Background: an optimization exercise with open tools, aiming at a short achievable clock period and few clock cycles. Do not read the settings as production practice. The RTL was checked by simulation tests, not by an equivalence proof against the original design. Power and IR drop assume default switching activity.

<file path="flow/flow/run.sh">
#!/bin/bash
set -euo pipefail
MARGIN=${MARGIN:-7}
bash standard.sh synth > log_synth.txt 2>&1
bash standard.sh SETUP_SLACK_MARGIN=$MARGIN floorplan > log_floorplan.txt 2>&1
bash standard.sh SETUP_SLACK_MARGIN=$MARGIN place > log_place.txt 2>&1
bash standard.sh SETUP_SLACK_MARGIN=$MARGIN cts > log_cts.txt 2>&1
bash standard.sh SETUP_SLACK_MARGIN=$MARGIN route > log_route.txt 2>&1
bash standard.sh SETUP_SLACK_MARGIN=$MARGIN finish > log_finish.txt 2>&1
test -f out/final.def
</file>
<file path="flow/constraint.sdc">
create_clock -name core_clock -period 12.0 [get_ports {clk}]
set_input_delay 2.4000 -clock core_clock [delete_from_list [all_inputs] [get_ports {clk}]]
set_output_delay 2.4000 -clock core_clock [all_outputs]
set_load 0.01 [all_outputs]
</file>
<file path="flow/config.mk">
export PLATFORM = sky130hd
export DESIGN_NAME = cpu
export DESIGN_NICKNAME = cpu
export VERILOG_FILES = /design/flow/design.v
export SDC_FILE = /design/flow/constraint.sdc
export NUM_CORES = 4
export LEC_CHECK = 0
export CAP_MARGIN = 20
export CORE_MARGIN = 2
export CORE_UTILIZATION = 40
export PLACE_DENSITY = 0.6
export SLEW_MARGIN = 20
export TNS_END_PERCENT = 100
</file>
<file path="flow/design.v">
module cpu
(
    input   logic           clk,
    input   logic           rst,
    output  logic   [31:0]  imem_addr,
    output  logic   [3:0]   imem_rmask,
    input   logic   [31:0]  imem_rdata,
    input   logic           imem_resp,
    output  logic   [31:0]  dmem_addr,
    output  logic   [3:0]   dmem_rmask,
    output  logic   [3:0]   dmem_wmask,
    input   logic   [31:0]  dmem_rdata,
    output  logic   [31:0]  dmem_wdata,
    input   logic           dmem_resp
);
    localparam logic [6:0] OP_LUI   = 7'b0110111;
    function automatic logic [31:0] spsum(input logic [52:0] sp);
        spsum = {sp[52] ? sp[51:32] : sp[31:12], sp[11:0]};
    endfunction
    localparam logic [6:0] OP_AUIPC = 7'b0010111;
    localparam logic [6:0] OP_JAL   = 7'b1101111;
    localparam logic [6:0] OP_JALR  = 7'b1100111;
    localparam logic [6:0] OP_BR    = 7'b1100011;
    localparam logic [6:0] OP_LOAD  = 7'b0000011;
    localparam logic [6:0] OP_STORE = 7'b0100011;
    localparam logic [6:0] OP_IMM   = 7'b0010011;
    localparam logic [6:0] OP_REG   = 7'b0110011;
    logic [31:0] fpc;           
    logic        ipend;         
    logic        ikill;         
    logic [31:0] req_pc;        
    logic        bv0, bv1;      
    logic [31:0] bi0, bi1, bp0, bp1;
    logic        req_pred, bpr0, bpr1;   
    localparam int NB = 8;
    logic [NB-1:0] bt_v;
    logic [29:0]   bt_pc [NB];
    logic [29:0]   bt_tg [NB];
    logic [2:0]    bt_ptr;
    logic          al_v, al_inv;       
    logic          al_d;               
    logic [29:0]   al_pc;
    logic [52:0]   al_sp;
    logic        bc_ok;
    logic [4:0]  bc_idx;
    logic [31:0] bc_val;
    logic        e_valid;
    logic [31:0] e_rs1v, e_rs2v, e_opb, e_imm, e_alt, e_pc4, e_pc;
    logic [52:0] e_bsp;
    logic [31:2] e_addr;
    logic [1:0]  e_off;
    logic [3:0]  e_wmask;
    logic        e_fm1, e_fm2, e_immb;
    logic        e_use_alt, e_sub, e_sra;
    logic [2:0]  e_f3;
    logic [4:0]  e_rd;
    logic        e_wen, e_isload, e_isstore, e_isbr, e_bpred, e_bredir, e_jalr;
    logic        e_ldv;      
    logic        m_valid;
    logic [31:0] m_res;
    logic [4:0]  m_rd;
    logic        m_wen, m_isload;
    logic [2:0]  m_f3;
    logic [1:0]  m_off;
    logic        dpend;
    logic [31:0] rf [1:31];
    logic        m_wait, wb_we;
    logic [31:0] ld_shift, ld_val, wb_val;
    assign m_wait = m_valid & m_isload & ~dmem_resp;
    always_comb begin
        ld_shift = dmem_rdata >> {m_off, 3'b000};
        case (m_f3)
            3'b000:  ld_val = {{24{ld_shift[7]}}, ld_shift[7:0]};
            3'b001:  ld_val = {{16{ld_shift[15]}}, ld_shift[15:0]};
            3'b100:  ld_val = {24'd0, ld_shift[7:0]};
            3'b101:  ld_val = {16'd0, ld_shift[15:0]};
            default: ld_val = dmem_rdata;
        endcase
        wb_val = m_isload ? ld_val : m_res;
    end
    assign wb_we = m_valid & m_wen & ~m_wait;
    always_ff @(posedge clk) begin
        if (wb_we) rf[m_rd] <= wb_val;
    end
    logic [31:0] opa, ops, opb, alu_res, e_res, jagu, e_tgt;
    logic [63:0] sr64;
    logic        eq, lt, ltu, taken, e_stall, e_redirect, port_free, e_req;
    assign opa = e_fm1 ? m_res : e_rs1v;
    assign ops = e_fm2 ? m_res : e_rs2v;
    assign opb = e_immb ? e_opb : ops;
    assign sr64 = {{32{e_sra & opa[31]}}, opa} >> opb[4:0];
    always_comb begin
        case (e_f3)
            3'b000:  alu_res = e_sub ? opa - opb : opa + opb;
            3'b001:  alu_res = opa << opb[4:0];
            3'b010:  alu_res = {31'd0, (opa[31] ^ opb[31]) ? opa[31] : (opa < opb)};
            3'b011:  alu_res = {31'd0, opa < opb};
            3'b100:  alu_res = opa ^ opb;
            3'b101:  alu_res = sr64[31:0];
            3'b110:  alu_res = opa | opb;
            default: alu_res = opa & opb;
        endcase
        e_res = e_use_alt ? e_alt : alu_res;
    end
    assign jagu = opa + e_imm;
    assign eq  = (opa == ops);
    assign lt  = (opa[31] ^ ops[31]) ? opa[31] : (opa < ops);
    assign ltu = opa < ops;
    always_comb begin
        case (e_f3)
            3'b000:  taken = eq;
            3'b001:  taken = ~eq;
            3'b100:  taken = lt;
            3'b101:  taken = ~lt;
            3'b110:  taken = ltu;
            default: taken = ~ltu;
        endcase
    end
    assign port_free  = ~dpend | dmem_resp;
    assign e_stall    = m_wait | (e_valid & (e_isload | e_isstore) & ~port_free);
    assign e_req      = e_valid & (e_isload | e_isstore) & port_free;
    assign dmem_addr  = {e_addr, 2'b00};
    logic       o_r0, o_r1;
    logic [3:0] o_w0, o_w1;
    assign dmem_rmask = {4{o_r0 | (o_r1 & dmem_resp)}};
    assign dmem_wmask = o_w0 | (o_w1 & {4{dmem_resp}});
    always_comb begin
        case (e_f3[1:0])
            2'b00:   dmem_wdata = {4{ops[7:0]}};
            2'b01:   dmem_wdata = {2{ops[15:0]}};
            default: dmem_wdata = ops;
        endcase
    end
    assign e_redirect = e_valid & ~e_stall & (e_jalr | (e_isbr & (e_bpred ? ~taken : (e_bredir & taken))));
    assign e_tgt      = e_jalr ? {jagu[31:1], 1'b0} : e_bpred ? e_pc4 : spsum(e_bsp);
    logic        arriving, d_valid, d_go, d_adv, loaduse, issue, d_redir0, d_redirect;
    logic [31:0] d_inst, d_pc;
    logic [6:0]  d_op;
    logic [4:0]  d_rd, d_rs1, d_rs2;
    logic [2:0]  d_f3;
    logic        d_lui, d_auipc, d_jal, d_jalr, d_br, d_load, d_store, d_opimm, d_opreg;
    logic        d_use1, d_use2, d_wen, d_bwd, d_mem;
    logic [31:0] i_imm, s_imm, b_imm, u_imm, j_imm;
    logic [31:0] rv1_in, rv2_in, rv1_buf, rv2_buf, rv1, rv2;
    logic [31:0] d_pc4, d_alt, d_addr;
    logic [52:0] d_tsp;
    logic [3:0]  d_wmask;
    logic        jr_e, jr_m, jr_known, d_jr_fast;
    logic [52:0] jr_sp;
    logic        bc_hit, bc_busy, mem_stall;
    assign arriving = ipend & imem_resp & ~ikill;
    assign d_valid  = bv0 | arriving;
    assign d_inst   = bv0 ? bi0 : imem_rdata;
    assign d_pc     = bv0 ? bp0 : req_pc;
    logic d_pred, d_badpred;
    assign d_pred   = bv0 ? bpr0 : req_pred;
    assign d_op  = d_inst[6:0];
    assign d_rd  = d_inst[11:7];
    assign d_rs1 = d_inst[19:15];
    assign d_rs2 = d_inst[24:20];
    assign d_f3  = d_inst[14:12];
    assign d_lui   = d_op == OP_LUI;
    assign d_auipc = d_op == OP_AUIPC;
    assign d_jal   = d_op == OP_JAL;
    assign d_jalr  = d_op == OP_JALR;
    assign d_br    = d_op == OP_BR;
    assign d_load  = d_op == OP_LOAD;
    assign d_store = d_op == OP_STORE;
    assign d_opimm = d_op == OP_IMM;
    assign d_opreg = d_op == OP_REG;
    assign d_mem   = d_load | d_store;
    assign d_use1 = d_jalr | d_br | d_opimm | d_opreg;    
    assign d_use2 = d_br | d_store | d_opreg;
    assign d_wen  = (d_lui | d_auipc | d_jal | d_jalr | d_load | d_opimm | d_opreg) & (d_rd != 5'd0);
    assign d_bwd  = d_inst[31];
    assign i_imm = {{20{d_inst[31]}}, d_inst[31:20]};
    assign s_imm = {{20{d_inst[31]}}, d_inst[31:25], d_inst[11:7]};
    assign b_imm = {{19{d_inst[31]}}, d_inst[31], d_inst[7], d_inst[30:25], d_inst[11:8], 1'b0};
    assign u_imm = {d_inst[31:12], 12'd0};
    assign j_imm = {{11{d_inst[31]}}, d_inst[31], d_inst[19:12], d_inst[20], d_inst[30:21], 1'b0};
    function automatic logic [31:0] rread(input logic [4:0] s, input logic byp, input logic [31:0] bv);
        if (s == 5'd0)  rread = 32'd0;
        else if (byp)   rread = bv;
        else            rread = rf[s];
    endfunction
    wire [4:0] in_rs1  = imem_rdata[19:15];
    wire [4:0] in_rs2  = imem_rdata[24:20];
    wire [4:0] buf_rs1 = bi0[19:15];
    wire [4:0] buf_rs2 = bi0[24:20];
    wire       mbyp    = m_valid & m_wen;
    assign rv1_in  = rread(in_rs1,  mbyp & (m_rd == in_rs1),  wb_val);
    assign rv2_in  = rread(in_rs2,  mbyp & (m_rd == in_rs2),  wb_val);
    assign rv1_buf = rread(buf_rs1, mbyp & (m_rd == buf_rs1), wb_val);
    assign rv2_buf = rread(buf_rs2, mbyp & (m_rd == buf_rs2), wb_val);
    assign rv1 = bv0 ? rv1_buf : rv1_in;
    assign rv2 = bv0 ? rv2_buf : rv2_in;
    assign d_pc4  = d_pc + 32'd4;
    logic [52:0] bt_in, bt_buf, jt_in, jt_buf, d_bsp, d_jsp;
    addsp #(13) u_bt_in  (.base(req_pc), .imm({imem_rdata[31], imem_rdata[7], imem_rdata[30:25], imem_rdata[11:8], 1'b0}), .sp(bt_in));
    addsp #(13) u_bt_buf (.base(bp0),    .imm({bi0[31], bi0[7], bi0[30:25], bi0[11:8], 1'b0}), .sp(bt_buf));
    addsp #(21) u_jt_in  (.base(req_pc), .imm({imem_rdata[31], imem_rdata[19:12], imem_rdata[20], imem_rdata[30:21], 1'b0}), .sp(jt_in));
    addsp #(21) u_jt_buf (.base(bp0),    .imm({bi0[31], bi0[19:12], bi0[20], bi0[30:21], 1'b0}), .sp(jt_buf));
    assign d_bsp = bv0 ? bt_buf : bt_in;
    assign d_jsp = bv0 ? jt_buf : jt_in;
    assign d_alt  = d_lui ? u_imm : d_auipc ? d_pc + u_imm : d_pc4;
    assign bc_hit  = bc_ok & (d_rs1 == bc_idx);
    assign bc_busy = (e_valid & e_wen & (e_rd == bc_idx)) | (m_valid & m_wen & (m_rd == bc_idx));
    assign mem_stall = d_mem & ~(bc_hit & ~bc_busy);
    logic [31:0] ag_il, ag_is, ag_bl, ag_bs;
    addsx #(12) u_ag_il (.base(bc_val), .imm(imem_rdata[31:20]), .sum(ag_il));
    addsx #(12) u_ag_is (.base(bc_val), .imm({imem_rdata[31:25], imem_rdata[11:7]}), .sum(ag_is));
    addsx #(12) u_ag_bl (.base(bc_val), .imm(bi0[31:20]), .sum(ag_bl));
    addsx #(12) u_ag_bs (.base(bc_val), .imm({bi0[31:25], bi0[11:7]}), .sum(ag_bs));
    assign d_addr = bv0 ? (d_store ? ag_bs : ag_bl) : (d_store ? ag_is : ag_il);
    always_comb begin
        case (d_f3[1:0])
            2'b00:   d_wmask = 4'b0001 << d_addr[1:0];
            2'b01:   d_wmask = {d_addr[1], d_addr[1], ~d_addr[1], ~d_addr[1]};
            default: d_wmask = 4'b1111;
        endcase
    end
    assign jr_e     = e_valid & e_wen & (e_rd == d_rs1);
    assign jr_m     = m_valid & m_wen & (m_rd == d_rs1);
    assign jr_known = jr_e ? e_use_alt : (jr_m & ~m_isload);
    logic [52:0] jr_te_in, jr_tm_in, jr_te_buf, jr_tm_buf;
    addsp #(12) u_jr_te_in  (.base(e_alt), .imm(imem_rdata[31:20]), .sp(jr_te_in));
    addsp #(12) u_jr_tm_in  (.base(m_res), .imm(imem_rdata[31:20]), .sp(jr_tm_in));
    addsp #(12) u_jr_te_buf (.base(e_alt), .imm(bi0[31:20]), .sp(jr_te_buf));
    addsp #(12) u_jr_tm_buf (.base(m_res), .imm(bi0[31:20]), .sp(jr_tm_buf));
    assign jr_sp    = bv0 ? (jr_e ? jr_te_buf : jr_tm_buf) : (jr_e ? jr_te_in : jr_tm_in);
    assign d_jr_fast = d_jalr & jr_known;
    assign loaduse = e_valid & e_isload & e_wen &
                     ((d_use1 & (d_rs1 == e_rd)) | (d_use2 & (d_rs2 == e_rd)));
    assign d_go    = d_valid & ~e_stall & ~loaduse & ~mem_stall;
    assign d_adv   = d_go & ~e_redirect;
    assign d_badpred  = d_pred & ~(d_jal | d_br | d_jalr);
    assign d_redir0   = d_go & (((d_jal | (d_br & d_bwd)) & ~d_pred) | d_jr_fast | d_badpred);
    assign d_redirect = d_redir0 & ~e_redirect;
    assign d_tsp      = d_jal ? d_jsp : d_br ? d_bsp : d_jalr ? jr_sp :
                        {1'b0, 20'd0, d_pc4[31:12], d_pc4[11:0]};
    logic redirect;
    assign redirect   = e_redirect | d_redirect;
    assign issue      = ~bv0 & (~ipend | imem_resp);
    logic o_i0, o_i1;
    assign imem_rmask = {4{o_i0 | (o_i1 & imem_resp)}};
    logic        e_redir_r, d_redir_r;
    logic [31:0] e_tgt_r, d_tgt_r;
    logic [52:0] d_tsp_r;
    assign d_tgt_r    = spsum(d_tsp_r);
    assign imem_addr  = e_redir_r ? e_tgt_r : d_redir_r ? {d_tgt_r[31:2], 2'b00} : fpc;
    always_ff @(posedge clk) begin
        if (rst) begin
            fpc   <= 32'h6000_0000;
            e_redir_r <= 1'b0;
            d_redir_r <= 1'b0;
            ipend <= 1'b0;
            ikill <= 1'b0;
            bv0   <= 1'b0;
            bv1   <= 1'b0;
            o_i0  <= 1'b1;
            o_i1  <= 1'b1;
        end else begin
            e_redir_r <= e_redirect;
            d_redir_r <= d_redirect;
            fpc <= issue ? (bt_hit ? {bt_tgt, 2'b00} : imem_addr + 32'd4) : imem_addr;
            ipend <= issue | (ipend & ~imem_resp);
            ikill <= redirect ? (issue | (ipend & ~imem_resp)) : (~issue & ~imem_resp & ikill);
            bv0 <= bv0_n;
            bv1 <= bv1_n;
            o_i0 <= ~bv0_n & ~(issue | (ipend & ~imem_resp));
            o_i1 <= ~bv0_n;
        end
    end
    logic        bt_hit;
    logic [29:0] bt_tgt;
    always_comb begin
        bt_hit = 1'b0;
        bt_tgt = 30'd0;
        for (int i = 0; i < NB; i++) begin
            if (bt_v[i] && bt_pc[i] == imem_addr[31:2]) begin
                bt_hit = 1'b1;
                bt_tgt = bt_tgt | bt_tg[i];
            end
        end
    end
    logic bv0_n, bv1_n;
    always_comb begin
        bv0_n = bv0;
        bv1_n = bv1;
        if (redirect) begin
            bv0_n = 1'b0;
            bv1_n = 1'b0;
        end else if (bv0) begin
            if (d_adv) begin
                if (bv1) bv1_n = arriving;
                else     bv0_n = arriving;
            end else if (arriving) begin
                bv1_n = 1'b1;
            end
        end else if (arriving & ~d_adv) begin
            bv0_n = 1'b1;
        end
    end
    always_ff @(posedge clk) begin
        if (issue) begin
            req_pc   <= imem_addr;
            req_pred <= bt_hit;
        end
        e_tgt_r <= {e_tgt[31:2], 2'b00};
        d_tsp_r <= d_tsp;
        if (bv0 & d_go & bv1) begin
            bi0 <= bi1; bp0 <= bp1; bpr0 <= bpr1;
        end else if (bv0 ? d_go : ~d_go) begin
            bi0 <= imem_rdata; bp0 <= req_pc; bpr0 <= req_pred;
        end
        if (bv0 & (~bv1 | d_go)) begin
            bi1 <= imem_rdata; bp1 <= req_pc; bpr1 <= req_pred;
        end
    end
    always_ff @(posedge clk) begin
        if (rst) begin
            bt_v   <= '0;
            bt_ptr <= 3'd0;
            al_v   <= 1'b0;
            al_d   <= 1'b0;
        end else begin
            al_v   <= e_redirect & e_isbr;
            al_inv <= e_bpred;
            al_pc  <= e_pc[31:2];
            al_sp  <= e_bsp;
            al_d   <= d_redirect & (d_jal | d_br) & ~d_pred;
            if (al_d) begin
                bt_v[bt_ptr]  <= 1'b1;
                bt_pc[bt_ptr] <= e_pc[31:2];
                bt_tg[bt_ptr] <= d_tgt_r[31:2];
                bt_ptr <= bt_ptr + 3'd1;
            end else if (al_v) begin
                if (al_inv) begin
                    for (int i = 0; i < NB; i++)
                        if (bt_pc[i] == al_pc) bt_v[i] <= 1'b0;
                end else begin
                    bt_v[bt_ptr]  <= 1'b1;
                    bt_pc[bt_ptr] <= al_pc;
                    bt_tg[bt_ptr] <= spsum(al_sp) >> 2;
                    bt_ptr <= bt_ptr + 3'd1;
                end
            end
        end
    end
    always_ff @(posedge clk) begin
        if (rst) begin
            bc_ok <= 1'b0;
        end else if (d_valid & d_mem & ~bc_hit) begin
            bc_ok  <= 1'b1;
            bc_idx <= d_rs1;
            bc_val <= rv1;
        end else if (wb_we & (m_rd == bc_idx)) begin
            bc_val <= wb_val;
        end
    end
    logic       dpend_n, e_ldv_n;
    logic [3:0] e_wmask_n;
    assign dpend_n   = e_req | (dpend & ~dmem_resp);
    assign e_ldv_n   = e_stall ? e_ldv : (d_load & d_adv);
    assign e_wmask_n = e_stall ? e_wmask : ((d_adv & d_store) ? d_wmask : 4'b0000);
    always_ff @(posedge clk) begin
        if (rst) begin
            e_valid <= 1'b0;
            e_ldv   <= 1'b0;
            e_wmask <= 4'b0000;
            m_valid <= 1'b0;
            dpend   <= 1'b0;
            o_r0    <= 1'b0;
            o_r1    <= 1'b0;
            o_w0    <= 4'b0000;
            o_w1    <= 4'b0000;
        end else begin
            dpend <= dpend_n;
            o_r0  <= e_ldv_n & ~dpend_n;
            o_r1  <= e_ldv_n;
            o_w0  <= e_wmask_n & {4{~dpend_n}};
            o_w1  <= e_wmask_n;
            if (!m_wait) begin
                m_valid <= e_valid & ~e_stall;
                if (!e_stall) begin
                    m_res    <= e_res;
                    m_rd     <= e_rd;
                    m_wen    <= e_wen;
                    m_isload <= e_isload;
                    m_f3     <= e_f3;
                    m_off    <= e_off;
                end
            end
            if (e_stall) begin
                if (e_fm1 & ~m_wait) begin e_rs1v <= m_res; e_fm1 <= 1'b0; end
                if (e_fm2 & ~m_wait) begin e_rs2v <= m_res; e_fm2 <= 1'b0; end
            end else begin
                e_valid   <= d_adv;
                e_rs1v    <= rv1;
                e_rs2v    <= rv2;
                e_opb     <= i_imm;
                e_immb    <= ~d_opreg;
                e_imm     <= i_imm;
                e_alt     <= d_alt;
                e_bsp     <= d_bsp;
                e_pc4     <= d_pc4;
                e_addr    <= d_addr[31:2];
                e_off     <= d_addr[1:0];
                e_wmask   <= (d_adv & d_store) ? d_wmask : 4'b0000;
                e_fm1     <= e_valid & e_wen & (e_rd == d_rs1);
                e_fm2     <= e_valid & e_wen & (e_rd == d_rs2);
                e_use_alt <= d_lui | d_auipc | d_jal | d_jalr;
                e_sub     <= d_opreg & d_inst[30];
                e_sra     <= d_inst[30];
                e_f3      <= d_f3;
                e_rd      <= d_rd;
                e_wen     <= d_wen & d_adv;
                e_isload  <= d_load & d_adv;
                e_ldv     <= d_load & d_adv;
                e_isstore <= d_store & d_adv;
                e_isbr    <= d_br & d_adv;
                e_bpred   <= d_bwd | d_pred;
                e_pc      <= d_pc;
                e_bredir  <= b_imm != 32'd4;
                e_jalr    <= d_jalr & ~d_jr_fast & d_adv;
            end
        end
    end
endmodule
module addsx #(parameter int N = 12)
(
    input  logic [31:0]  base,
    input  logic [N-1:0] imm,
    output logic [31:0]  sum
);
    logic [N:0]      lo;
    logic [31-N:0]   hi0, hip, him;
    if (N > 12) begin : g_split
        logic [12:0]   l12;
        logic [N-12:0] m0, m1;
        assign l12 = {1'b0, base[11:0]} + {1'b0, imm[11:0]};
        assign m0  = {1'b0, base[N-1:12]} + {1'b0, imm[N-1:12]};
        assign m1  = {1'b0, base[N-1:12]} + {1'b0, imm[N-1:12]} + 1'b1;
        assign lo  = {l12[12] ? m1 : m0, l12[11:0]};
    end else begin : g_plain
        assign lo  = {1'b0, base[N-1:0]} + {1'b0, imm};
    end
    assign hi0 = base[31:N];
    assign hip = base[31:N] + 1'b1;
    assign him = base[31:N] - 1'b1;
    assign sum = {(imm[N-1] == lo[N]) ? hi0 : lo[N] ? hip : him, lo[N-1:0]};
endmodule
module addsp #(parameter int N = 12)
(
    input  logic [31:0]  base,
    input  logic [N-1:0] imm,
    output logic [52:0]  sp
);
    logic [12:0] l;
    logic [19:0] u0, u1;
    assign l = {1'b0, base[11:0]} + {1'b0, imm[11:0]};
    if (N > 13) begin : g_wide
        logic [19:0] mid;
        assign mid = {{(32-N){imm[N-1]}}, imm[N-1:12]};
        assign u0  = base[31:12] + mid;
        assign u1  = base[31:12] + mid + 1'b1;
    end else begin : g_narrow
        logic [19:0] h0, hp, hm;
        assign h0 = base[31:12];
        assign hp = base[31:12] + 1'b1;
        assign hm = base[31:12] - 1'b1;
        assign u0 = imm[N-1] ? hm : h0;
        assign u1 = imm[N-1] ? h0 : hp;
    end
    assign sp = {l[12], u1, u0, l[11:0]};
endmodule
</file>
<file path="flow/standard.sh">
#!/bin/bash
# synth_recipe.tcl (not shown) runs the flow's synth.tcl, then flattens the netlist and writes it again
# the make line also repeats each setting of config.mk as NAME=value (left out here)
make -C /OpenROAD-flow-scripts/flow DESIGN_CONFIG=/design/flow/config.mk WORK_HOME=/design/flow/orfs CLKGATE_MAP_FILE= SYNTH_SCRIPT=/design/flow/synth_recipe.tcl "${@:-finish}"
</file>
==> notes.md, run 1 <==
Subtracting the final worst setup slack from the clock period gives 5.30 ns. Summed over all layers, the routed wires come to 712 mm. The logs give 2.90 ns for the arrival time of data at the critical path endpoint and 0 for the number of slew-limit violations in the final report.

In this run the cell area measured after placement is 152,000 sq um. In this run the horizontal extent of the chip is 605 microns. For the worst hold slack, the log shows 0.423 ns.

Buffers placed on the I/O ports in this run total 173. The tools report the die area as 366,000 sq um. The leakage power was 0.0583 uW. The per-cell via count in the routed design was 6.91; the power density over the cells was 166 nW/um^2. The tree is rooted in a sky130_fd_sc_hd__clkbuf_16. TritonCTS built the clock tree. The worst slew margin relative to its limit was 0.125; the H-tree depth was 5. In this run the worst path has a maximum fanout of 4.

The run gives 17.9k as the number of DRC markers in iteration 0. After detailed routing, the average wire length per cell comes to 41.6 microns. In this run the core area contains 220 standard-cell rows. The starting density of the core came out at 0.402. The worst setup path is launched from a primary input. The count of unique library cells instantiated by Yosys is 101.

The final count of hold timing violations was 0; the die boundary height was 605 microns. Predominant post-synthesis flop cell: sky130_fd_sc_hd__edfxtp_1. For the number of nets with antenna violations after routing, the log shows 0. Via count of the first global-routing pass: 112k. By startpoint and endpoint, the worst setup path is classified as primary input to output port. A synthesized cell averages 12.2 sq um.

The run gives 0 as the final routed DRC violation total. The sort of element at the end of the critical path was an output port. For the worst setup path, the data required time is 9.60 ns. The core region is 359,000 sq um.

No sink is reached through more buffers than the 4 on the longest clock path. The congestion estimate from routability-driven global placement came to 1.04. The fraction of layout instances using a drive strength above 1 was 0.243. Class of the tightest hold or removal check: flop to flop.

After clock tree synthesis, the clock-pin slew on the worst setup and hold paths is 0.06 ns. The tools report the first-pass GRT wire length as 953 mm. The global router's overall resource usage came out at 0.379. The mapped netlist covers 144,000 sq um. The post-synthesis sequential element count is 2,227, and the initial antenna violation count is 65. The logs give 0 for the setup violation total in the final timing report and 11.8k for the cell count after synthesis.

The total CTS buffers is 265, and the detailed placer's ending HPWL is 460 mm. Clock skew on the completed layout was measured at 0.0753 ns. At the end of the flow, the number of nets in the layout was 12.5k. For this design the top-level I/O count stands at 176. Setup repair after global routing could not meet its margin everywhere. The tool flagged a number of max-cap violations equal to 0. The flow ran to the end and the layout has no timing, DRC or antenna violations. Yosys mapped a number of flops with a built-in enable equal to 2,069. The number of hold buffers added after cts came out at 0.

The register area share after synthesis came out at 0.453. The number of vias in the routed layout is 118k, and the relative area change from synthesis to final layout is 16.4%. Static timing analysis puts the maximum clock frequency at 0.189 GHz. The total of warnings raised by yosys was 1. The run gives 141 as the largest net degree at the start of global routing. Clock latency of the later-clocked register in the worst-skew pair: 0.94 ns. The worst supply voltage drop on vdd came out at 0.000174 V. The number of clock sinks was 2,227; the final period utilization was 0.442.

The transition at the pin with the smallest max-transition slack was 1.31 ns. The run gives 0 as the total grt overflow. The tools report the summed area of non-filler cells in the final layout as 168,000 sq um. In the final timing run, aggregate negative setup slack is 0 ns. The first TritonRoute pass finished after 8 iterations. Proportion of synthesized flip-flops having asynchronous set or reset: 0.
## layer usage
layer | up-vias | share of wire | GRT usage | wire, microns
met5 | - | 0.00046 | 0 | 327
met4 | 42 | 0.12 | 0.352 | 82400
met3 | 2744 | 0.12 | 0.102 | 82300
met2 | 9412 | 0.44 | 0.575 | 311000
met1 | 59200 | 0.33 | 0.435 | 236000
li1 | 46800 | - | - | -
## cell type report
type,count,area [sq um]
flip-flops and latches,2227,65400
multi-input cells,8384,76900
repair inverters,4,25.0
clock buffers,327,7140
fillers,31800,191000
diodes,23,57.6
repair buffers,930,9620
clock inverters,146,1640
inverters,308,1330
well taps,4773,5970
## power by group
group | switching (uW) | internal (uW)
sequential | 771 | 9210
clock | 3500 | 4880
combinational | 5990 | 3580
total | 10300 | 17700
## cell usage in the layout (no fill, tap or decap), types with 264 or more instances in the layout
cell type                   netlist  layout
sky130_fd_sc_hd__mux2i_1        598     545
sky130_fd_sc_hd__ha_1           340     325
sky130_fd_sc_hd__mux4_2        1077    1077
sky130_fd_sc_hd__inv_1          295     264
sky130_fd_sc_hd__o21ai_0        484     438
sky130_fd_sc_hd__buf_4           26     573
sky130_fd_sc_hd__a21oi_1        800     752
sky130_fd_sc_hd__xnor2_1        602     598
sky130_fd_sc_hd__nand2_1        767     747
sky130_fd_sc_hd__edfxtp_1      2069    2069
sky130_fd_sc_hd__clkbuf_16        0     285
sky130_fd_sc_hd__xor2_1         423     422
sky130_fd_sc_hd__nor2_1         842     769
## Yosys cell counts, types with 183 or more instances
master                        n  share of area
sky130_fd_sc_hd__inv_1      295         0.0077
sky130_fd_sc_hd__ha_1       340          0.029
sky130_fd_sc_hd__clkbuf_1   649          0.017
sky130_fd_sc_hd__nor2_1     842          0.022
sky130_fd_sc_hd__xor2_1     423          0.026
sky130_fd_sc_hd__mux2i_1    598          0.041
sky130_fd_sc_hd__o21ai_0    484          0.017
sky130_fd_sc_hd__mux2_2     187          0.015
sky130_fd_sc_hd__edfxtp_1  2069           0.43
sky130_fd_sc_hd__xnor2_1    602          0.037
sky130_fd_sc_hd__buf_1      183         0.0048
sky130_fd_sc_hd__a21oi_1    800          0.028
sky130_fd_sc_hd__mux4_2    1077           0.17
sky130_fd_sc_hd__nand2_1    767          0.020
sky130_fd_sc_hd__nand3_1    190         0.0066
## worst max-delay path: stages
cell and delay, ns:
sky130_fd_sc_hd__buf_12 0.11, sky130_fd_sc_hd__a21o_4 0.25, sky130_fd_sc_hd__buf_6 0.14
## kinds of logic after synthesis
family | count (synthesis) | synth area share
flops | 2227 | 0.453
simple gates | 2652 | 0.0855
buf+inv | 1234 | 0.0336
xor+xnor | 1025 | 0.0622
fa+ha+maj | 353 | 0.0313
mux | 1878 | 0.226
compound gates | 2467 | 0.109
other cells | 1 | 0.0000260
## final timing paths
kind | from | to | slack (ns) | depth (start not counted)
worst max register to register | e_redir_r | fpc[27] | 6.95 | 19
worst max-delay path | imem_resp | imem_rmask[1] | 6.70 | 3
worst min-delay path | e_off[0] | m_off[0] | 0.42 | 0
worst min register to register | e_off[0] | m_off[0] | 0.42 | 0
## flip-flops by register name (all words and copies together), names as in the netlist, 30 cells and up, named ones only
signal	count
fpc	32
e_rs1v	32
m_res	32
d_tsp_r	51
bi1	32
e_addr	30
rf	992
al_sp	51
bc_val	32
bp1	32
bt_pc	240
al_pc	30
e_pc	30
e_rs2v	32
bp0	32
req_pc	32
e_bsp	51
bi0	32
e_alt	32
e_pc4	30
e_tgt_r	30
bt_tg	240
## through the flow
stage                     std cells  total power, uW   util  setup slack, ns
after global routing          17100            28500  0.468             6.70
final                         17100            27900  0.468             6.70
after CTS                     17000            27400  0.462             6.69
after floorplan               11800            15000      -             4.81
after global placement        16300            18500  0.425             3.75
after detailed placement      16300            18600  0.425             4.05
## timing repair
item,4_1_cts,5_1_grt
endpoints found under the hold margin,0,0
resized for setup,780,267
pin swaps,57,73
setup endpoints to repair,1103,503
gates cloned,32,13
buffers inserted,227,94
Testbench counts, summed over its fixed seeds: cycles 17,844.
==> run 2, diff against run 1 <==
--- a/flow/design.v
+++ b/flow/design.v
@@ -55,6 +55,8 @@
     logic [2:0]  e_f3;
     logic [4:0]  e_rd;
     logic        e_wen, e_isload, e_isstore, e_isbr, e_bpred, e_bredir, e_jalr;
+    logic        e_b8;       
+    logic        skip_pend;  
     logic        e_ldv;      
     logic        m_valid;
     logic [31:0] m_res;
@@ -132,6 +134,8 @@
         endcase
     end
     assign e_redirect = e_valid & ~e_stall & (e_jalr | (e_isbr & (e_bpred ? ~taken : (e_bredir & taken))));
+    logic e_skip;
+    assign e_skip     = e_valid & ~e_stall & e_isbr & ~e_bpred & e_b8 & taken;
     assign e_tgt      = e_jalr ? {jagu[31:1], 1'b0} : e_bpred ? e_pc4 : spsum(e_bsp);
     logic        arriving, d_valid, d_go, d_adv, loaduse, issue, d_redir0, d_redirect;
     logic [31:0] d_inst, d_pc;
@@ -232,11 +236,13 @@
     assign loaduse = e_valid & e_isload & e_wen &
                      ((d_use1 & (d_rs1 == e_rd)) | (d_use2 & (d_rs2 == e_rd)));
     assign d_go    = d_valid & ~e_stall & ~loaduse & ~mem_stall;
-    assign d_adv   = d_go & ~e_redirect;
+    logic d_drop;
+    assign d_drop  = d_valid & (e_skip | skip_pend);
+    assign d_adv   = d_go & ~e_redirect & ~d_drop;
     assign d_badpred  = d_pred & ~(d_jal | d_br | d_jalr);
-    assign d_redir0   = d_go & (((d_jal | (d_br & d_bwd)) & ~d_pred) | d_jr_fast | d_badpred);
-    assign d_redirect = d_redir0 & ~e_redirect;
-    assign d_tsp      = d_jal ? d_jsp : d_br ? d_bsp : d_jalr ? jr_sp :
+    assign d_redir0   = d_go & ((((d_jal & (j_imm != 32'd4)) | (d_br & d_bwd)) & ~d_pred) | d_jr_fast | d_badpred);
+    assign d_redirect = (d_redir0 & ~e_redirect & ~d_drop) | (d_drop & d_pred);
+    assign d_tsp      = (~d_drop & d_jal) ? d_jsp : (~d_drop & d_br) ? d_bsp : (~d_drop & d_jalr) ? jr_sp :
                         {1'b0, 20'd0, d_pc4[31:12], d_pc4[11:0]};
     logic redirect;
     assign redirect   = e_redirect | d_redirect;
@@ -291,16 +297,18 @@
             bv0_n = 1'b0;
             bv1_n = 1'b0;
         end else if (bv0) begin
-            if (d_adv) begin
+            if (d_adv | d_drop) begin
                 if (bv1) bv1_n = arriving;
                 else     bv0_n = arriving;
             end else if (arriving) begin
                 bv1_n = 1'b1;
             end
-        end else if (arriving & ~d_adv) begin
+        end else if (arriving & ~(d_adv | d_drop)) begin
             bv0_n = 1'b1;
         end
     end
+    logic d_gone;    
+    assign d_gone = d_go | d_drop;
     always_ff @(posedge clk) begin
         if (issue) begin
             req_pc   <= imem_addr;
@@ -308,12 +316,12 @@
         end
         e_tgt_r <= {e_tgt[31:2], 2'b00};
         d_tsp_r <= d_tsp;
-        if (bv0 & d_go & bv1) begin
+        if (bv0 & d_gone & bv1) begin
             bi0 <= bi1; bp0 <= bp1; bpr0 <= bpr1;
-        end else if (bv0 ? d_go : ~d_go) begin
+        end else if (bv0 ? d_gone : ~d_gone) begin
             bi0 <= imem_rdata; bp0 <= req_pc; bpr0 <= req_pred;
         end
-        if (bv0 & (~bv1 | d_go)) begin
+        if (bv0 & (~bv1 | d_gone)) begin
             bi1 <= imem_rdata; bp1 <= req_pc; bpr1 <= req_pred;
         end
     end
@@ -366,6 +374,7 @@
     always_ff @(posedge clk) begin
         if (rst) begin
             e_valid <= 1'b0;
+            skip_pend <= 1'b0;
             e_ldv   <= 1'b0;
             e_wmask <= 4'b0000;
             m_valid <= 1'b0;
@@ -376,6 +385,7 @@
             o_w1    <= 4'b0000;
         end else begin
             dpend <= dpend_n;
+            skip_pend <= (e_skip | skip_pend) & ~d_drop;
             o_r0  <= e_ldv_n & ~dpend_n;
             o_r1  <= e_ldv_n;
             o_w0  <= e_wmask_n & {4{~dpend_n}};
@@ -421,7 +431,8 @@
                 e_isbr    <= d_br & d_adv;
                 e_bpred   <= d_bwd | d_pred;
                 e_pc      <= d_pc;
-                e_bredir  <= b_imm != 32'd4;
+                e_bredir  <= (b_imm != 32'd4) & (b_imm != 32'd8);
+                e_b8      <= b_imm == 32'd8;
                 e_jalr    <= d_jalr & ~d_jr_fast & d_adv;
             end
         end
==> run 2 against run 1 <==
Still clean on timing, DRC and antenna. Die area shrank 0.98%. Clock skew shrank 0.024 ns. Flip-flop and latch count grew 2. Synthesized area shrank 0.98%. Final area shrank 0.19%. Critical path depth is the same. Critical path type unchanged. Critical endpoint is now dmem_rmask[2].
==> notes.md, run 2 <==
Switching share of total power: 0.366 (was 0.367). The run gives 0 (unchanged) as the number of slew-limit violations in the final report. The post-synthesis area per instance is 12.1 sq um (was 12.2 sq um). The tools report the category of the worst setup path launch point as a primary input (unchanged). The per-cell via count in the routed design is 6.81 (was 6.91), and the arrival time of data at the critical path endpoint is 2.95 ns (was 2.90 ns). The run gives 0.0513 ns (was 0.0753 ns) as the worst clock skew. The die boundary height was 602 microns (was 605 microns). Startpoint of the most critical register-to-register path: e_fm2 (was e_redir_r). The count of port buffers added during placement works out to 173 (unchanged). Flip-flop count of the largest register after layout: 992 (unchanged). The tools report the count of unique library cells instantiated by Yosys as 105 (was 101). The combined area of the multi-input logic cells came out at 76,800 sq um (was 76,900 sq um).

TritonCTS built the clock tree. The cell count after synthesis came out at 11.8k (about the same). Power density over the cells: 169 nW/um^2 (was 166 nW/um^2). Largest cells by area after synthesis: sky130_fd_sc_hd__edfxtp_1 44%, sky130_fd_sc_hd__mux4_2 16%, sky130_fd_sc_hd__mux2i_1 3.9% (was sky130_fd_sc_hd__edfxtp_1 43%, sky130_fd_sc_hd__mux4_2 17%, sky130_fd_sc_hd__mux2i_1 4.1%). The H-tree depth is 5 (unchanged), and the combined flip-flop and latch cell area is 65,400 sq um (about the same). Total CTS buffers: 269 (was 265). The tools report the number of placed cells counting well taps as 16.1k (was 16.3k). The clock latency of the later-clocked register in the worst-skew pair is 0.94 ns (about the same), and the proportion of synthesized flip-flops having asynchronous set or reset is 0 (unchanged). The post-route minimum period is 5.35 ns (was 5.30 ns), and the synthesized cell area is 143,000 sq um (was 144,000 sq um).

Number of vias in the routed layout: 116k (was 118k). For the number of nets with antenna violations after routing, the log shows 0 (unchanged). The predominant post-synthesis flop cell was sky130_fd_sc_hd__edfxtp_1 (unchanged).

The run gives 0 (unchanged) as the total grt overflow. The run gives 0 (unchanged) as the number of hold buffers added after cts. The total of warnings raised by yosys came out at 1 (unchanged). The setup violation total in the final timing report is 0 (unchanged), and the relative area change from synthesis to final layout is 17.4% (was 16.4%).

The starting density of the core came out at 0.402 (about the same). The transition at the pin with the smallest max-transition slack came out at 1.36 ns (was 1.31 ns). The net switching power figure is 10,300 uW (about the same), and the fmax is 0.187 GHz (was 0.189 GHz). The dominant cell by count in the synthesized netlist was sky130_fd_sc_hd__edfxtp_1 (unchanged). The top cell type's share of synthesized area was 0.435 (was 0.431); the worst slew margin relative to its limit was 0.0838 (was 0.125). The number of buffers on the longest clock path is 4 (unchanged), and the final period utilization is 0.446 (was 0.442). For the required arrival time at the worst endpoint, the log shows 9.60 ns (about the same). The logs give 17,900 uW (was 17,700 uW) for the internal portion of total power and 0.357 (about the same) for the share of power burned in registers. The fraction of layout instances using a drive strength above 1 works out to 0.252 (was 0.243). The tools report the final routed DRC violation total as 0 (unchanged).

Most numerous cell types in the synthesized netlist: 2,070 x sky130_fd_sc_hd__edfxtp_1, 1,036 x sky130_fd_sc_hd__mux4_2, 884 x sky130_fd_sc_hd__nor2_1 (was 2,069 x sky130_fd_sc_hd__edfxtp_1, 1,077 x sky130_fd_sc_hd__mux4_2, 842 x sky130_fd_sc_hd__nor2_1). The tools report the combinational share of power as 0.336 (was 0.342). The tools report the sort of element at the end of the critical path as an output port (unchanged). The largest net degree at the start of global routing was 153 (was 141). The number of maximum-capacitance constraint violations was 0 (unchanged); the chip width was 602 microns (was 605 microns). The count of flip-flops with a built-in enable after synthesis was 2,070 (was 2,069); the number of standard-cell rows in the floorplan was 219 (was 220). For the number of primary I/O pins, the log shows 176 (unchanged). The tools report the final weighted congestion in routability-driven placement as 1.06 (was 1.04). The class of the tightest hold or removal check is flop to flop (unchanged). The biggest fanout along the worst timing path was 6 (was 4); the average routed wire per standard cell was 40.3 microns (was 41.6 microns). Top library cells by usage in the layout, fill and taps aside: 2,070 x sky130_fd_sc_hd__edfxtp_1, 1,036 x sky130_fd_sc_hd__mux4_2, 801 x sky130_fd_sc_hd__nor2_1, 772 x sky130_fd_sc_hd__nand2_1, 740 x sky130_fd_sc_hd__a21oi_1 (was 2,069 x sky130_fd_sc_hd__edfxtp_1, 1,077 x sky130_fd_sc_hd__mux4_2, 769 x sky130_fd_sc_hd__nor2_1, 752 x sky130_fd_sc_hd__a21oi_1, 747 x sky130_fd_sc_hd__nand2_1). The leakage power is 0.0577 uW (was 0.0583 uW). The first-pass GRT wire length is 923 mm (was 953 mm). The final layout net count is 12.4k (was 12.5k). The number of clock sinks is 2,229 (was 2,227). The register name with the most flops is rf (unchanged). Largest registers: rf (992), bt_pc (240), bt_tg (240) (unchanged). The run finished with no timing, DRC or antenna violations. The global router's overall resource usage was 0.367 (was 0.379); the post-synthesis sequential element count was 2,229 (was 2,227).

The logs give 0 ns (unchanged) for the post-route setup TNS and 51 (was 65) for the initial antenna violation count. The overall power of the completed layout is 28,300 uW (was 27,900 uW), and the pre-CTS worst setup slack is 4.47 ns (was 4.05 ns). The logs give 686 mm (was 712 mm) for the wire length after detailed routing and 0.000169 V (was 0.000174 V) for the worst supply voltage drop on vdd. The tools report the root buffer selected by CTS as sky130_fd_sc_hd__clkbuf_16 (unchanged). The tools report the placeable core region as 356,000 sq um (was 359,000 sq um). The worst setup path startpoint was dmem_resp (was imem_resp). Final count of hold timing violations: 0 (unchanged).

The source of the worst hold timing path was e_off[1] (was e_off[0]). The post-layout worst setup margin was 6.65 ns (was 6.70 ns). Setup repair after global routing could not meet its margin everywhere.

The tools report the fill cell total of the finished layout as 31.5k (was 31.8k). The leading area contributor after synthesis is sky130_fd_sc_hd__edfxtp_1 (unchanged). For the post-layout instance count excluding filler cells, the log shows 17.0k (was 17.1k). The logs give 111k (was 112k) for the via count of the first global-routing pass and 362,000 sq um (was 366,000 sq um) for the die area. The most frequent standard cell in the layout excluding fill and tap cells is sky130_fd_sc_hd__edfxtp_1 (unchanged). The tools report the register area share after synthesis as 0.457 (was 0.453).

The number of DRC markers in iteration 0 came out at 18.0k (was 17.9k). The clock group share of total power was 0.307 (was 0.300); the detailed placer's ending HPWL was 447 mm (was 460 mm). The length of the first detailed-routing pass in iterations came out at 19 (was 8). Path type of the worst setup path: primary input to output port (unchanged). The clock slew at the register clock pins of the worst setup and hold paths is 0.06 ns (about the same).
-- run 2: changes by cell type in the layout (fill, tap and decap cells not counted), sizes merged, moves of 50 or more --
| cell | change |
|---|---|
| o21ai | +74 |
| xor2 | -50 |
| o22ai | -59 |
| a21oi | +62 |
| a222oi | -55 |
| a221oi | +71 |
-- run 2: through the flow --
step / area, sq um / utilization / hold slack, ns
after floorplan: 143000 / - / 0.400
after global placement: 151000 / 0.423 / 0.416
after detailed placement: 151000 / 0.424 / 0.412
after CTS: 165000 / 0.464 / 0.427
after global routing: 168000 / 0.471 / 0.440
final: 168000 / 0.471 / 0.425
-- run 2: cell type report --
| class | count | share of cell area |
|---|---|---|
| Multi-Input combinational cell | 8384 | 0.458 |
| Clock inverter | 151 | 0.0104 |
| Timing Repair Buffer | 868 | 0.0543 |
| Clock buffer | 336 | 0.0445 |
| Sequential cell | 2229 | 0.390 |
| Antenna cell | 22 | 0.000328 |
| Inverter | 274 | 0.00700 |
| Tap cell | 4751 | 0.0355 |
-- run 2: routing by layer --
metal | part of all wire | wire, microns | vias to the layer above | track usage
li1 | - | - | 46400 | -
met1 | 0.34 | 236000 | 58200 | 0.433
met2 | 0.44 | 303000 | 8778 | 0.563
met3 | 0.10 | 71600 | 2523 | 0.0843
met4 | 0.11 | 75800 | 26 | 0.326
met5 | 0.00029 | 201 | - | 0.000264
-- run 2: worst max-delay path: stages --
cell                     delay (ns)
sky130_fd_sc_hd__buf_12        0.11
sky130_fd_sc_hd__a21o_4        0.28
sky130_fd_sc_hd__buf_6         0.15
-- run 2: timing repair --
item                       4_1_cts  5_1_grt
setup endpoints to repair      666      478
pin swaps                       89      114
buffers inserted               194      120
cloned                          31       10
resized for setup              940      334
-- run 2: cell families (layout without fill, tap and decap cells) --
kind of cell / count (synthesis) / count (layout) / synth area share
buf+inv: 1174 / 1629 / 0.0326
other cells: 1 / 24 / 0.0000262
compound gates: 2546 / 2547 / 0.112
flops: 2229 / 2229 / 0.457
mux: 1825 / 1825 / 0.221
xor+xnor: 969 / 969 / 0.0594
simple gates: 2677 / 2688 / 0.0859
fa+ha+maj: 353 / 353 / 0.0316
-- run 2: power groups by stage --
stage | Sequential, uW | Clock [uW] | Combinational [uW]
5_1_grt | 10100 | 8980 | 9760
3_5_place_dp | 10200 | 0 | 8380
2_1_floorplan | 9550 | 0 | 5450
6_report | 10100 | 8670 | 9510
4_1_cts | 10000 | 8700 | 8910
3_3_place_gp | 10200 | 0 | 8330
-- run 2: final timing paths --
path	slack, ns	endpoint	cells past startpoint
worst min register to register	0.42	m_off[1]	0
worst max-delay path	6.65	dmem_rmask[2]	3
worst max register to register	6.79	m_res[7]	14
worst min-delay path	0.42	m_off[1]	0
Testbench counts of run 2, summed over its fixed seeds: cycles 17,722.
==> run 3, diff against run 2 <==
--- a/flow/design.v
+++ b/flow/design.v
@@ -32,11 +32,11 @@
     logic        bv0, bv1;      
     logic [31:0] bi0, bi1, bp0, bp1;
     logic        req_pred, bpr0, bpr1;   
-    localparam int NB = 8;
+    localparam int NB = 4;
     logic [NB-1:0] bt_v;
     logic [29:0]   bt_pc [NB];
     logic [29:0]   bt_tg [NB];
-    logic [2:0]    bt_ptr;
+    logic [1:0]    bt_ptr;
     logic          al_v, al_inv;       
     logic          al_d;               
     logic [29:0]   al_pc;
@@ -124,7 +124,7 @@
     assign dmem_addr  = {e_addr, 2'b00};
     logic       o_r0, o_r1;
     logic [3:0] o_w0, o_w1;
-    assign dmem_rmask = {4{o_r0 | (o_r1 & dmem_resp)}};
+    assign dmem_rmask = {3'b000, o_r0 | (o_r1 & dmem_resp)};
     assign dmem_wmask = o_w0 | (o_w1 & {4{dmem_resp}});
     always_comb begin
         case (e_f3[1:0])
@@ -233,6 +233,20 @@
     addsp #(12) u_jr_tm_buf (.base(m_res), .imm(bi0[31:20]), .sp(jr_tm_buf));
     assign jr_sp    = bv0 ? (jr_e ? jr_te_buf : jr_tm_buf) : (jr_e ? jr_te_in : jr_tm_in);
     assign d_jr_fast = d_jalr & jr_known;
+    function automatic logic immeq(input logic [31:0] d, input logic [11:0] imm);
+        immeq = (imm[11] ? &d[31:11] : ~|d[31:11]) & (d[10:0] == imm[10:0]);
+    endfunction
+    logic [31:0] df_ei, df_eb, df_mi, df_mb;
+    logic        jr_pc4, pc4_ei, pc4_eb, pc4_mi, pc4_mb;
+    assign df_ei  = req_pc + 32'd4 - e_alt;
+    assign df_eb  = bp0 + 32'd4 - e_alt;
+    assign df_mi  = req_pc + 32'd4 - m_res;
+    assign df_mb  = bp0 + 32'd4 - m_res;
+    assign pc4_ei = immeq(df_ei, imem_rdata[31:20]) | immeq(df_ei + 32'd1, imem_rdata[31:20]);
+    assign pc4_eb = immeq(df_eb, bi0[31:20])        | immeq(df_eb + 32'd1, bi0[31:20]);
+    assign pc4_mi = immeq(df_mi, imem_rdata[31:20]) | immeq(df_mi + 32'd1, imem_rdata[31:20]);
+    assign pc4_mb = immeq(df_mb, bi0[31:20])        | immeq(df_mb + 32'd1, bi0[31:20]);
+    assign jr_pc4 = bv0 ? (jr_e ? pc4_eb : pc4_mb) : (jr_e ? pc4_ei : pc4_mi);
     assign loaduse = e_valid & e_isload & e_wen &
                      ((d_use1 & (d_rs1 == e_rd)) | (d_use2 & (d_rs2 == e_rd)));
     assign d_go    = d_valid & ~e_stall & ~loaduse & ~mem_stall;
@@ -240,7 +254,7 @@
     assign d_drop  = d_valid & (e_skip | skip_pend);
     assign d_adv   = d_go & ~e_redirect & ~d_drop;
     assign d_badpred  = d_pred & ~(d_jal | d_br | d_jalr);
-    assign d_redir0   = d_go & ((((d_jal & (j_imm != 32'd4)) | (d_br & d_bwd)) & ~d_pred) | d_jr_fast | d_badpred);
+    assign d_redir0   = d_go & ((((d_jal & (j_imm != 32'd4)) | (d_br & d_bwd)) & ~d_pred) | (d_jr_fast & ~jr_pc4) | d_badpred);
     assign d_redirect = (d_redir0 & ~e_redirect & ~d_drop) | (d_drop & d_pred);
     assign d_tsp      = (~d_drop & d_jal) ? d_jsp : (~d_drop & d_br) ? d_bsp : (~d_drop & d_jalr) ? jr_sp :
                         {1'b0, 20'd0, d_pc4[31:12], d_pc4[11:0]};
@@ -248,7 +262,7 @@
     assign redirect   = e_redirect | d_redirect;
     assign issue      = ~bv0 & (~ipend | imem_resp);
     logic o_i0, o_i1;
-    assign imem_rmask = {4{o_i0 | (o_i1 & imem_resp)}};
+    assign imem_rmask = {3'b000, o_i0 | (o_i1 & imem_resp)};
     logic        e_redir_r, d_redir_r;
     logic [31:0] e_tgt_r, d_tgt_r;
     logic [52:0] d_tsp_r;
@@ -328,11 +342,11 @@
     always_ff @(posedge clk) begin
         if (rst) begin
             bt_v   <= '0;
-            bt_ptr <= 3'd0;
+            bt_ptr <= 2'd0;
             al_v   <= 1'b0;
             al_d   <= 1'b0;
         end else begin
-            al_v   <= e_redirect & e_isbr;
+            al_v   <= (e_redirect & e_isbr) | e_skip;
             al_inv <= e_bpred;
             al_pc  <= e_pc[31:2];
             al_sp  <= e_bsp;
@@ -341,7 +355,7 @@
                 bt_v[bt_ptr]  <= 1'b1;
                 bt_pc[bt_ptr] <= e_pc[31:2];
                 bt_tg[bt_ptr] <= d_tgt_r[31:2];
-                bt_ptr <= bt_ptr + 3'd1;
+                bt_ptr <= bt_ptr + 2'd1;
             end else if (al_v) begin
                 if (al_inv) begin
                     for (int i = 0; i < NB; i++)
@@ -350,7 +364,7 @@
                     bt_v[bt_ptr]  <= 1'b1;
                     bt_pc[bt_ptr] <= al_pc;
                     bt_tg[bt_ptr] <= spsum(al_sp) >> 2;
-                    bt_ptr <= bt_ptr + 3'd1;
+                    bt_ptr <= bt_ptr + 2'd1;
                 end
             end
         end
==> run 3 against run 2 <==
Still clean on timing, DRC and antenna. Final cell count increased by 5.8%. Sequential share of layout area is 5.4 points lower. Sequential power fell by 13%. Highest routed layer unchanged.
==> notes.md, run 3 <==
Sort of element at the end of the critical path: a flop (was an output port). Post-route minimum period: 6.39 ns (was 5.35 ns). TritonCTS built the clock tree. For the wire length after detailed routing, the log shows 630 mm (was 686 mm). The power density over the cells came out at 172 nW/um^2 (was 169 nW/um^2). The setup violation total in the final timing report is 0 (unchanged).

The final weighted congestion in routability-driven placement was 1.05 (was 1.06); the leakage power was 0.0607 uW (was 0.0577 uW). The top cell type's share of synthesized area is 0.384 (was 0.435). The biggest fanout along the worst timing path is 5 (was 6), and the number of primary I/O pins is 176 (unchanged). Placeable core region: 356,000 sq um (about the same). The flip-flop count of the largest register after layout was 992 (unchanged).

The predominant post-synthesis flop cell is sky130_fd_sc_hd__edfxtp_1 (unchanged). The proportion of synthesized flip-flops having asynchronous set or reset came out at 0 (unchanged). The run gives 9 (was 19) as the length of the first detailed-routing pass in iterations. Path type of the worst setup path: flop to flop (was primary input to output port).

Number of DRC markers in iteration 0: 18.8k (was 18.0k). The run gives 5.61 ns (was 6.65 ns) as the post-layout worst setup margin. The leading area contributor after synthesis is sky130_fd_sc_hd__edfxtp_1 (unchanged). The number of nets with antenna violations after routing came out at 0 (unchanged). The final period utilization was 0.533 (was 0.446); the number of vias in the routed layout was 121k (was 116k). Dominant cell by count in the synthesized netlist: sky130_fd_sc_hd__edfxtp_1 (unchanged). The cell count after synthesis was 12.6k (was 11.8k); the number of hold buffers added after cts was 0 (unchanged). The synthesized cell area was 143,000 sq um (about the same); the first-pass GRT wire length was 852 mm (was 923 mm). The total CTS buffers was 224 (was 269); the count of port buffers added during placement was 167 (was 173). The most frequent standard cell in the layout excluding fill and tap cells is sky130_fd_sc_hd__edfxtp_1 (unchanged).

For the starting density of the core, the log shows 0.402 (about the same). The class of the tightest hold or removal check is flop to flop (unchanged). The chip width was 603 microns (was 602 microns). The transition at the pin with the smallest max-transition slack came out at 1.37 ns (was 1.36 ns). The detailed placer's ending HPWL was 408 mm (was 447 mm). The run finished with no timing, DRC or antenna violations. The final layout net count came out at 13.6k (was 12.4k). The total of warnings raised by yosys is 1 (unchanged), and the count of unique library cells instantiated by Yosys is 100 (was 105). The number of buffers on the longest clock path was 4 (unchanged). Setup repair after global routing could not meet its margin everywhere. The run gives 1,984 (was 2,229) as the number of clock sinks.

For the final routed DRC violation total, the log shows 0 (unchanged). For the worst supply voltage drop on vdd, the log shows 0.000277 V (was 0.000169 V). Most numerous cell types in the synthesized netlist: 1,830 x sky130_fd_sc_hd__edfxtp_1, 1,153 x sky130_fd_sc_hd__mux4_2, 1,000 x sky130_fd_sc_hd__nor2_1 (was 2,070 x sky130_fd_sc_hd__edfxtp_1, 1,036 x sky130_fd_sc_hd__mux4_2, 884 x sky130_fd_sc_hd__nor2_1). For the largest net degree at the start of global routing, the log shows 142 (was 153).

Counting stages on the worst path, the most repeated cell is sky130_fd_sc_hd__nand4_1. The register area share after synthesis came out at 0.405 (was 0.457). The clock latency of the later-clocked register in the worst-skew pair was 1.00 ns (was 0.94 ns); the clock slew at the register clock pins of the worst setup and hold paths was 0.07 ns (was 0.06 ns). The number of standard-cell rows in the floorplan is 219 (unchanged). The logs give 0 (unchanged) for the number of maximum-capacitance constraint violations and 363,000 sq um (was 362,000 sq um) for the die area. Cell type of the slowest stage on the worst timing path: sky130_fd_sc_hd__or4b_4 (was sky130_fd_sc_hd__a21o_4).

The H-tree depth is 4 (was 5), and the global router's overall resource usage is 0.329 (was 0.367). The worst slew margin relative to its limit was 0.0741 (was 0.0838). The post-synthesis area per instance was 11.4 sq um (was 12.1 sq um). The tools report the post-route setup TNS as 0 ns (unchanged). The register name with the most flops is rf (unchanged). Number of slew-limit violations in the final report: 0 (unchanged). Count of flip-flops with a built-in enable after synthesis: 1,830 (was 2,070).

Largest cells by area after synthesis: sky130_fd_sc_hd__edfxtp_1 38%, sky130_fd_sc_hd__mux4_2 18%, sky130_fd_sc_hd__ha_1 4.1% (was sky130_fd_sc_hd__edfxtp_1 44%, sky130_fd_sc_hd__mux4_2 16%, sky130_fd_sc_hd__mux2i_1 3.9%). Top library cells by usage in the layout, fill and taps aside: 1,830 x sky130_fd_sc_hd__edfxtp_1, 1,153 x sky130_fd_sc_hd__mux4_2, 906 x sky130_fd_sc_hd__nor2_1, 818 x sky130_fd_sc_hd__nand2_1, 784 x sky130_fd_sc_hd__a21oi_1 (was 2,070 x sky130_fd_sc_hd__edfxtp_1, 1,036 x sky130_fd_sc_hd__mux4_2, 801 x sky130_fd_sc_hd__nor2_1, 772 x sky130_fd_sc_hd__nand2_1, 740 x sky130_fd_sc_hd__a21oi_1). The tools report the root buffer selected by CTS as sky130_fd_sc_hd__clkbuf_16 (unchanged).

Largest registers: rf (992), bt_pc (120), bt_tg (120) (was rf (992), bt_pc (240), bt_tg (240)). The arrival time of data at the critical path endpoint came out at 7.21 ns (was 2.95 ns). The fraction of layout instances using a drive strength above 1 is 0.286 (was 0.252). The worst hold slack came out at 0.385 ns (was 0.425 ns). Category of the worst setup path launch point: a flop (was a primary input). The relative area change from synthesis to final layout was 20.5% (was 17.4%). Series of cell instances along the critical path: and3_4 -> nand4_1 -> buf_6 -> inv_2 -> nand4_1 -> xnor2_4 -> buf_12 -> ha_4 -> and3_4 -> o211ai_1 -> and4_1 -> a2111o_1 -> or4b_4 -> or4b_4 -> buf_12 -> nor4_4 -> xnor2_2 -> a21boi_2 -> nand4_1 -> o2111a_2 -> a211oi_4 -> a21oi_4 -> or2_4 -> or3_1 (was buf_12 -> a21o_4 -> buf_6).

The total grt overflow was 0 (unchanged). For the final count of hold timing violations, the log shows 0 (unchanged). The logs give 12.81 ns (was 9.60 ns) for the required arrival time at the worst endpoint and 111k (about the same) for the via count of the first global-routing pass. The average routed wire per standard cell was 35.0 microns (was 40.3 microns). The worst clock skew is 0.140 ns (was 0.0513 ns), and the post-synthesis sequential element count is 1,984 (was 2,229). The highest cell delay on the worst timing path is 0.59 ns (was 0.28 ns), and the die boundary height is 603 microns (was 602 microns). The logs give 48 (was 51) for the initial antenna violation count and 3.79 ns (was 4.47 ns) for the pre-CTS worst setup slack.

The run gives 0.156 GHz (was 0.187 GHz) as the fmax. The per-cell via count in the routed design came out at 6.72 (was 6.81).
-- run 3: cell types whose count changed in the layout (fill, tap and decap cells not counted), sizes merged, moves of 72 or more --
cell    change
a21oi      +72
edfxtp    -240
inv       +132
buf       +204
nor2      +115
nand3      +75
mux4      +117
ha        +130
nor3      +128
-- run 3: what timing repair did --
| item | 4_1_cts | 5_1_grt |
|---|---|---|
| pin swaps | 203 | 253 |
| gates cloned | 37 | 41 |
| endpoints found under the setup margin | 900 | 531 |
| setup buffers | 376 | 183 |
| resized for setup | 1299 | 812 |
-- run 3: where the power goes --
group,total (uW),switching [uW],internal (uW)
registers,8790,574,8220
clock network,7360,3100,4250
logic,13600,8350,5240
-- run 3: path summary, 6_finish.rpt --
| path | slack, ns | end | depth (start not counted) | from |
|---|---|---|---|---|
| worst max register to register | 5.61 | o_i1 | 24 | req_pc[4] |
| worst min-delay path | 0.39 | al_sp[32] | 0 | e_bsp[32] |
| worst min register to register | 0.39 | al_sp[32] | 0 | e_bsp[32] |
| worst max-delay path | 5.61 | o_i1 | 24 | req_pc[4] |
-- run 3: worst max-delay path: cells and delay by family, from the launching register on --
kind,cells,cell delay [ns]
buffers and inverters,4,0.54
adders and majority gates,1,0.30
AOI/OAI and AO/OA,6,1.67
xor gates and xnor gates,2,0.37
DFF,1,0.40
and+or+nand+nor,11,2.99
-- run 3: logic make-up after synthesis --
group / share of synthesized area
adder cells (fa/ha/maj): 0.0434
AO/OA/AOI/OAI: 0.120
other: 0.0000262
flip-flops: 0.405
multiplexers: 0.231
buffers and inverters: 0.0357
AND/OR/NAND/NOR: 0.108
XOR/XNOR: 0.0564
-- run 3: cell type report --
type,count,area (sq um)
Clock inverter,153,1790
Timing Repair Buffer,1105,11700
Multi-Input combinational cell,9305,87300
Tap cell,4751,5940
Timing Repair inverter,1,5.00
Sequential cell,1984,58100
Clock buffer,265,5930
Fill cell,31400,184000
Inverter,416,1700
Antenna cell,29,72.6
-- run 3: layer usage --
metal / routed length [microns] / GRT usage
met4: 62200 / 0.261
met2: 267000 / 0.482
met1: 217000 / 0.400
met5: 424 / 0
met3: 82600 / 0.104
-- run 3: metrics by stage --
step	cells	utilization	cell area, sq um	power, uW
floorplan	12600	-	143000	16400
detailed placement	16900	0.422	150000	20300
global placement	16900	0.422	150000	20300
global route	18000	0.484	173000	30600
finish	18000	0.485	173000	29700
CTS	17800	0.469	167000	28600
Testbench counts of run 3, summed over its fixed seeds: cycles 17,545.

==> separate check: timing with driven ports <==
Ports are ideal in the flow. The routed layouts listed here were re-timed in OpenROAD.
Step 1 (the two cells are an assumption about what drives the block):
set clk [get_ports {clk}]
set_driving_cell -lib_cell sky130_fd_sc_hd__clkbuf_16 $clk
set_driving_cell -lib_cell sky130_fd_sc_hd__buf_2 [delete_from_list [all_inputs] $clk]
Step 2 moves the port delays by t, midway between the first and last clock arrival at a register: inputs arrive t later, outputs are due t later. That takes back most of the time a late clock gives input paths.
Slacks: no drivers / after step 1 / after step 2; pairs: no drivers / after step 1.
run	t, ns	setup WS [ns]	hold slack, ns
run 1	1.008	6.699 / 6.653 / 5.872	0.423 / 0.423 / 0.423
run 2	1.022	6.649 / 6.437 / 5.807	0.425 / 0.425 / 0.425
run 3	1.057	5.605 / 5.605 / 4.769	0.385 / 0.385 / 0.385
After both steps every run listed still meets setup and hold. The setup slack of run 2, which loses most, moves by -0.212 ns with the drivers and by -0.842 ns with both steps.
